Background: an optimization exercise with open tools, aiming at small area and a short achievable clock period. Do not read the settings as production practice. The RTL of this run was laid out without a check of its function. Power figures rest on the tool's default switching activity, not on a simulated workload.

==> design.v <==
`default_nettype none
module fp32_add(
    input wire clk,
    input wire [31:0] a,
    input wire [31:0] b,
    input wire sub,
    input wire [2:0] rm,
    output wire [31:0] result,
    output wire nv,
    output wire of,
    output wire nx
);
    wire a_sign = a[31];
    wire b_sign = b[31] ^ sub;
    wire [7:0] a_exp = a[30:23];
    wire [7:0] b_exp = b[30:23];
    wire [22:0] a_frac = a[22:0];
    wire [22:0] b_frac = b[22:0];
    wire a_emax = &a_exp;
    wire b_emax = &b_exp;
    wire a_fz = ~|a_frac;
    wire b_fz = ~|b_frac;
    wire a_nan = a_emax & ~a_fz;
    wire b_nan = b_emax & ~b_fz;
    wire a_inf = a_emax & a_fz;
    wire b_inf = b_emax & b_fz;
    wire a_snan = a_nan & ~a_frac[22];
    wire b_snan = b_nan & ~b_frac[22];
    wire s0_is_sub = a_sign ^ b_sign;
    wire s0_inf_inf = s0_is_sub & a_inf & b_inf;
    wire s0_nv = a_snan | b_snan | s0_inf_inf;
    wire s0_nan = a_nan | b_nan | s0_inf_inf;
    wire s0_inf = ~s0_nan & (a_inf | b_inf);
    wire [1:0] s0_special = {s0_nan, s0_inf | s0_nv};
    wire swap = a[30:0] < b[30:0];
    wire [7:0] l_exp = swap ? b_exp : a_exp;
    wire [22:0] l_frac = swap ? b_frac : a_frac;
    wire [7:0] s_exp = swap ? a_exp : b_exp;
    wire [22:0] s_frac = swap ? a_frac : b_frac;
    wire l_sign = swap ? b_sign : a_sign;
    wire [7:0] l_eeff = {l_exp[7:1], l_exp[0] | ~|l_exp};
    wire [7:0] s_eeff = {s_exp[7:1], s_exp[0] | ~|s_exp};
    wire [8:0] s0_dist = {1'b0, l_eeff - s_eeff} + {8'b0, ~s0_is_sub};
    wire [4:0] s0_off = (s0_dist > 9'd27) ? 5'd27 : s0_dist[4:0];
    reg r1_sign, r1_is_sub;
    reg [2:0] r1_rm;
    reg [1:0] r1_special;
    reg [7:0] r1_lexp;
    reg [22:0] r1_lfrac;
    reg [23:0] r1_ssig;
    reg [4:0] r1_off;
    always @(posedge clk) begin
        r1_sign <= l_sign;
        r1_is_sub <= s0_is_sub;
        r1_rm <= rm;
        r1_special <= s0_special;
        r1_lexp <= l_exp;
        r1_lfrac <= l_frac;
        r1_ssig <= {|s_exp, s_frac};
        r1_off <= s0_off;
    end
    wire l_hid = |r1_lexp;
    wire [7:0] l_e = {r1_lexp[7:1], r1_lexp[0] | ~l_hid};
    wire [26:0] in1 = r1_is_sub ? {l_hid, r1_lfrac, 3'b000} : {1'b0, l_hid, r1_lfrac, 2'b00};
    wire [50:0] s_shifted = {r1_ssig, 27'b0} >> r1_off;
    wire [26:0] in2 = {s_shifted[50:25], |s_shifted[24:0]};
    wire [26:0] s1_sum = r1_is_sub ? in1 - in2 : in1 + in2;
    wire [7:0] s1_exp = r1_is_sub ? l_e : l_e + 8'd1;
    wire rdn = r1_rm == 3'b010;
    wire rup = r1_rm == 3'b011;
    wire rtz = r1_rm == 3'b001;
    wire rmm = r1_rm == 3'b100;
    wire s1_up = (rdn & r1_sign) | (rup & ~r1_sign);
    wire s1_dn = rtz | (rdn & ~r1_sign) | (rup & r1_sign);
    wire [1:0] s1_cls = {s1_up | rmm, s1_dn | rmm};
    wire s1_zsign = r1_is_sub ? rdn : r1_sign;
    reg r2_sign, r2_zsign;
    reg [1:0] r2_cls;
    reg [1:0] r2_special;
    reg [7:0] r2_exp;
    reg [26:0] r2_sum;
    always @(posedge clk) begin
        r2_sign <= r1_sign;
        r2_zsign <= s1_zsign;
        r2_cls <= s1_cls;
        r2_special <= r1_special;
        r2_exp <= s1_exp;
        r2_sum <= s1_sum;
    end
    reg [26:0] lim_mask;    
    reg [26:0] above_mask;  
    integer k;
    always @* begin
        for (k = 0; k < 27; k = k + 1) begin
            lim_mask[k] = (r2_exp == 8'd27 - k);
            above_mask[k] = (r2_exp >= 8'd27 - k);
        end
    end
    wire [26:0] lz_in = r2_sum | lim_mask;
    reg [4:0] lzc;
    always @* begin
        lzc = 5'd27;
        for (k = 0; k < 27; k = k + 1)
            if (lz_in[k]) lzc = 5'd26 - k;
    end
    wire s2_tiny = ~|(r2_sum & above_mask);    
    wire [26:0] norm = r2_sum << lzc;
    wire [7:0] e_norm = s2_tiny ? 8'd0 : r2_exp - {3'b0, lzc};
    wire hi = r2_sum[26];
    wire g = hi ? r2_sum[2] : r2_sum[1];
    wire st = hi ? (r2_sum[1] | r2_sum[0]) : r2_sum[0];
    wire lsb = hi ? r2_sum[3] : r2_sum[2];
    wire inexact = g | st;
    reg add_one;
    always @* begin
        case (r2_cls)
            2'd0: add_one = g & (lsb | st);
            2'd1: add_one = 1'b0;
            2'd2: add_one = g | st;
            default: add_one = g;
        endcase
    end
    wire sp_inf = r2_special == 2'b01;
    wire sp_nan = r2_special[1];
    wire sp = |r2_special;
    wire ovf = ~sp & hi & (&r2_exp);           
    wire of_max = r2_cls == 2'd1;              
    wire zero_sign = ~|r2_sum;
    reg [30:0] s2_mag;
    always @* begin
        if (sp_nan) s2_mag = 31'h7fc00000;
        else if (sp_inf | (ovf & ~of_max)) s2_mag = 31'h7f800000;
        else if (ovf) s2_mag = 31'h7f7fffff;
        else s2_mag = {e_norm, norm[25:3]};
    end
    reg r3_sign, r3_inc, r3_nx, r3_of, r3_nv;
    reg [30:0] r3_mag;
    always @(posedge clk) begin
        r3_sign <= ~sp_nan & (zero_sign ? r2_zsign : r2_sign);
        r3_inc <= ~sp & ~ovf & add_one;
        r3_nx <= ~sp & (inexact | ovf);
        r3_of <= ovf;
        r3_nv <= r2_special == 2'b11;
        r3_mag <= s2_mag;
    end
    assign result = {r3_sign, r3_mag + {30'b0, r3_inc}};
    assign of = r3_of | (r3_inc & (r3_mag[30:23] == 8'hfe) & (&r3_mag[22:0]));
    assign nx = r3_nx;
    assign nv = r3_nv;
endmodule
`default_nettype wire
==> run.sh <==
#!/bin/bash
# synth_recipe.tcl (not shown) runs the flow's synth.tcl, then flattens the netlist and writes it again
# the make line also repeats each setting of config.mk as NAME=value (left out here)
make -C /OpenROAD-flow-scripts/flow DESIGN_CONFIG=/design/flow/config.mk WORK_HOME=/design/flow/orfs CLKGATE_MAP_FILE= SYNTH_SCRIPT=/design/flow/synth_recipe.tcl finish
==> config.mk <==
export PLATFORM = sky130hd
export DESIGN_NAME = fp32_add
export DESIGN_NICKNAME = fp32_add
export VERILOG_FILES = /design/flow/design.v
export SDC_FILE = /design/flow/constraint.sdc
export NUM_CORES = 4
export LEC_CHECK = 0
export CAP_MARGIN = 20
export CORE_MARGIN = 2
export CORE_UTILIZATION = 40
export SLEW_MARGIN = 20
==> constraint.sdc <==
create_clock -name core_clock -period 6.5 [get_ports {clk}]
set_input_delay 1.3000 -clock core_clock [delete_from_list [all_inputs] [get_ports {clk}]]
set_output_delay 1.3000 -clock core_clock [all_outputs]
set_load 0.01 [all_outputs]
==> summary.txt <==
==> metal layers <==
metal / global-route usage [%] / up-vias
met2: 40.2 / 455
li1: - / 6065
met3: 3.02 / 82
met1: 31.1 / 5902
met4: 9.50 / 0
met5: 0 / -
==> metrics by stage <==
step           TNS (ns)  hold WS, ns  total power [uW]  util, %
2_1_floorplan         0        0.310              4120        -
3_3_place_gp          0        0.314              5200     45.2
6_report              0        0.329              6260     47.2
3_5_place_dp     -0.141        0.313              5220     45.2
4_1_cts               0        0.330              6230     47.0
5_1_grt               0        0.335              6670     47.2
==> critical path, stage by stage, from the launching register on <==
cell       delay (ns)
dfxtp_4          0.43
buf_12           0.12
buf_12           0.14
or3b_2           0.44
a2111oi_1        0.44
a22oi_1          0.17
o22ai_1          0.23
and4_1           0.26
or2_2            0.18
ha_1             0.23
nor2_1           0.08
xor2_1           0.16
ha_1             0.33
a21o_1           0.17
a21oi_1          0.23
nor2b_1          0.09
or4_1            0.39
a31oi_1          0.27
o21ai_0          0.20
nor3_1           0.28
o31ai_1          0.21
a21oi_1          0.22
o21ai_0          0.18
o41ai_1          0.36
xnor2_1          0.12
==> report_power, final <==
part           switching [uW]  internal [uW]  total, uW  leakage [uW]
registers                 490           1170       1650       0.00121
clock network             436            550        986      0.000284
logic                    1950           1670       3620       0.00472
==> synth_stat cells (all sizes together) (8+ instances only) <==
library cell / count / share of area [%]
a2111oi: 11 / 0.75
a211oi: 22 / 1.3
a21o: 24 / 1.4
a21oi: 106 / 4.1
a31oi: 26 / 1.2
and2: 19 / 0.91
and3: 18 / 0.86
buf: 33 / 2.0
clkbuf: 58 / 1.7
dfxtp: 144 / 22
ha: 69 / 6.6
inv: 62 / 1.9
mux2: 66 / 5.7
mux2i: 86 / 6.6
mux4: 34 / 5.9
nand2: 137 / 4.0
nand2b: 23 / 1.1
nand3: 49 / 1.9
nand4: 18 / 0.86
nor2: 107 / 3.1
nor2b: 19 / 0.91
nor3: 42 / 1.7
nor4: 34 / 1.7
o21a: 10 / 0.58
o21ai: 113 / 4.4
o22ai: 9 / 0.43
o31ai: 9 / 0.56
or2: 9 / 0.43
or4: 8 / 0.49
xnor2: 60 / 4.0
xor2: 39 / 2.6
==> worst min path at each step <==
stage                  startpoint            end  slack, ns  cells past startpoint
floorplan           r1_special[0]  r2_special[0]       0.31                      0
global placement    r1_special[1]  r2_special[1]       0.31                      0
detailed placement  r1_special[0]  r2_special[0]       0.31                      0
CTS                 r1_special[0]  r2_special[0]       0.33                      0
global route        r1_special[1]  r2_special[1]       0.34                      0
finish              r1_special[1]  r2_special[1]       0.33                      0
==> cells by family (layout without fill, tap and decap cells) <==
family,after synthesis,after routing,synth area share (%)
mux,186,186,18.2
xor+xnor,100,100,6.83
flops,144,144,22.1
fa+ha+maj,70,70,6.78
compound gates,416,416,20.9
simple gates,507,507,19.4
buf+inv,156,262,5.67
==> registers in the layout, indices dropped and copies added (netlist names), 2 cells and up <==
register    flops
r2_exp          8
r1_special      2
r2_special      2
r2_sum         27
r1_off          5
r1_rm           3
r1_lexp         8
r1_ssig        24
r3_mag         31
r2_cls          2
r1_lfrac       23
==> repair_timing <==
item / 4_1_cts / 5_1_grt
buffers inserted: 0 / 6
resized for setup: 0 / 9
setup endpoints to repair: 0 / 5
hold buffers: 0 / 0
==> area by class of cell <==
cell class                      instances  area, um2
Sequential cell                       144       2890
Clock inverter                         14        145
Inverter                               65        254
Tap cell                              442        553
Clock buffer                           18        439
Multi-Input combinational cell       1279       9430
Fill cell                            3148      17100
Timing Repair Buffer                  165       1530
==> summary.txt <==
| Result | Value |
|:---|:---|
| Outcome | timing/DRC/antenna clean |
| Finished Cell Area | 0.0152 mm2 |
| Number of library cell types mapped by synthesis | 98 |
| Post-synth EDFFs | 0 |
| Met1 routed wirelength after detailed routing | 18000 um |
| Actual slew at the worst max-slew pin | 1.08 ns |
| Standard-cell row count | 66 |
| Data required time at the worst endpoint | 6.81 ns |
| Hold Fails Final Rpt | 0 |
| Most used flip-flop cell after synthesis | dfxtp_1 |
| Highest-count cells in the layout ignoring fill and taps | dfxtp_1 (141), nand2_1 (135), nor2_1 (107), a21oi_1 (106), clkdlybuf4s50_1 (103) |
| Portion of the post-synthesis area used by sequential elements | 22.1% |
| TritonCTS clock tree | built |
| Total track usage | 23.9% |
| Clock transition at the registers of the reported paths | 0.07 ns |
| Count of buffers inserted at the top-level ports | 103 |
| Final instance count without filler cells | 2127 |
| Met3 routed WL | 2310 um |
| Capture point of the worst path | r2_sum[26] |
| Headroom to the max-slew limit | 26.4% |
| Largest voltage drop on the vdd net | 0.203 mV |
| Highest attainable clock frequency | 0.164 GHz |
| Flop2flop setup slack | 0.42 ns |
| Core area | 0.0323 mm2 |
| Routability cong. | 0.957 |
| Clock insertion delay at the later pin of the skew report | 0.44 ns |
| Setup WS pre-CTS | -0.0744 ns |
| IO Count | 104 |
| Ratio of final minimum period to clock period | 93.6% |
| Antenna fix cells | 0 |
| Cell area after technology mapping | 0.0130 mm2 |
| Post-DR vias/cell | 5.88 |
| Most common library cell in the layout ignoring fill and taps | dfxtp_1 |
| Clock tree root buffer cell | clkbuf_16 |
| Die width | 184 um |
| Post-DRT Antenna Nets | 0 |
| Terminus of the critical flop-to-flop path | r2_sum[26] |
| Post-synthesis async set-or-reset flop share | 0% |
| Post-placement cell area | 0.0146 mm2 |
| Highest metal layer with signal wires | met4 |
| Skew final | 0.0180 ns |
| Global-route wire length before repair | 64100 um |
| Initial Util | 40.3% |
| Area added between synthesis and finish | 17.0% |
| Kind of path behind the tightest hold check | reg -> reg |
| Final count of negative-setup-slack endpoints | 0 |
| HPWL after detailed placement | 32100 um |
| Yosys warns | 1 |
| Total nets after synthesis | 1718 |
| Fraction of final layout cells with drive strength greater than 1 | 13.5% |
| Area of the die | 0.0340 mm2 |
| Final-report max-slew violation count | 0 |
| Die height | 184 um |
| Final worst-path setup slack | 0.419 ns |
| Number of detailed-route iterations in the first pass | 8 |
| CP Capture Type | register |
| Reg2reg start | r1_off[0] |
| Path type of the worst setup path | reg -> reg |
| Largest net degree at the start of global routing | 74 |
| Final Critical Period | 6.08 ns |
| Worst endpoint data arrival time | 6.39 ns |
| Routed WL per cell | 19.2 um |
| Wirelength, routed | 40700 um |
| Total via count after detailed routing | 12504 |
| Number of global-route vias before repair | 11778 |
| Power density over the cells | 411 mW/mm2 |
| Routed met2 length | 19200 um |
| Worst Setup Start Kind | register |
| Setup repair after global routing missed its margin | no |
| Average cell area after synthesis | 8.25 um2 |
| Total instance count after detailed placement | 2089 |
| Launching instance or port of the critical path | r1_off[0] |
| Number of nets at the end of the flow | 1811 |
| Post-Synthesis Cells | 1579 |
| Total overflow reported by the global router | 0 |
| Maximum capacitance violations | 0 |
| Initial antenna violation count | 0 |
| Number of buffers added by the clock tree synthesis step | 17 |
| Clk sink count | 144 |
| Violation count after the first detailed-routing iteration | 945 |
| Longest Clk Path Bufs | 2 |
| Worst Reg2Reg Path Length in Cells | 24 |
| Synthesized flop and latch total | 144 |
| Leakage | 0.00621 uW |
| DRC Markers | 0 |
| Deepest level of the CTS H-tree | 4 |
| Maximum fanout along the worst path | 14 |

## re-timing with driven ports
Ports are ideal in the flow. The routed layout listed here was re-timed in OpenROAD.
Step 1: set_driving_cell puts a clkbuf_16 on clk and a buf_2 on each other input, an assumption about the parent block.
Step 2 times the ports against the registers' clock, not the clock port: input delays grow and output delays shrink by t, the midpoint of the rising clock arrivals with the driver on.
Three values: ideal, step 1, step 2; two values: the first two.
t, ns: 0.482
setup slack, ns: 0.419 / 0.419 / -0.010
worst setup path after step 2: input to register
slew at the worst register clock pin (ns): 0.08 / 0.08
pins driven straight from the clock port: 1
Met with ideal ports but missed after step 2: setup timing in this run. The setup slack of this run moves by 0.000 ns with the drivers and by -0.429 ns with both steps.
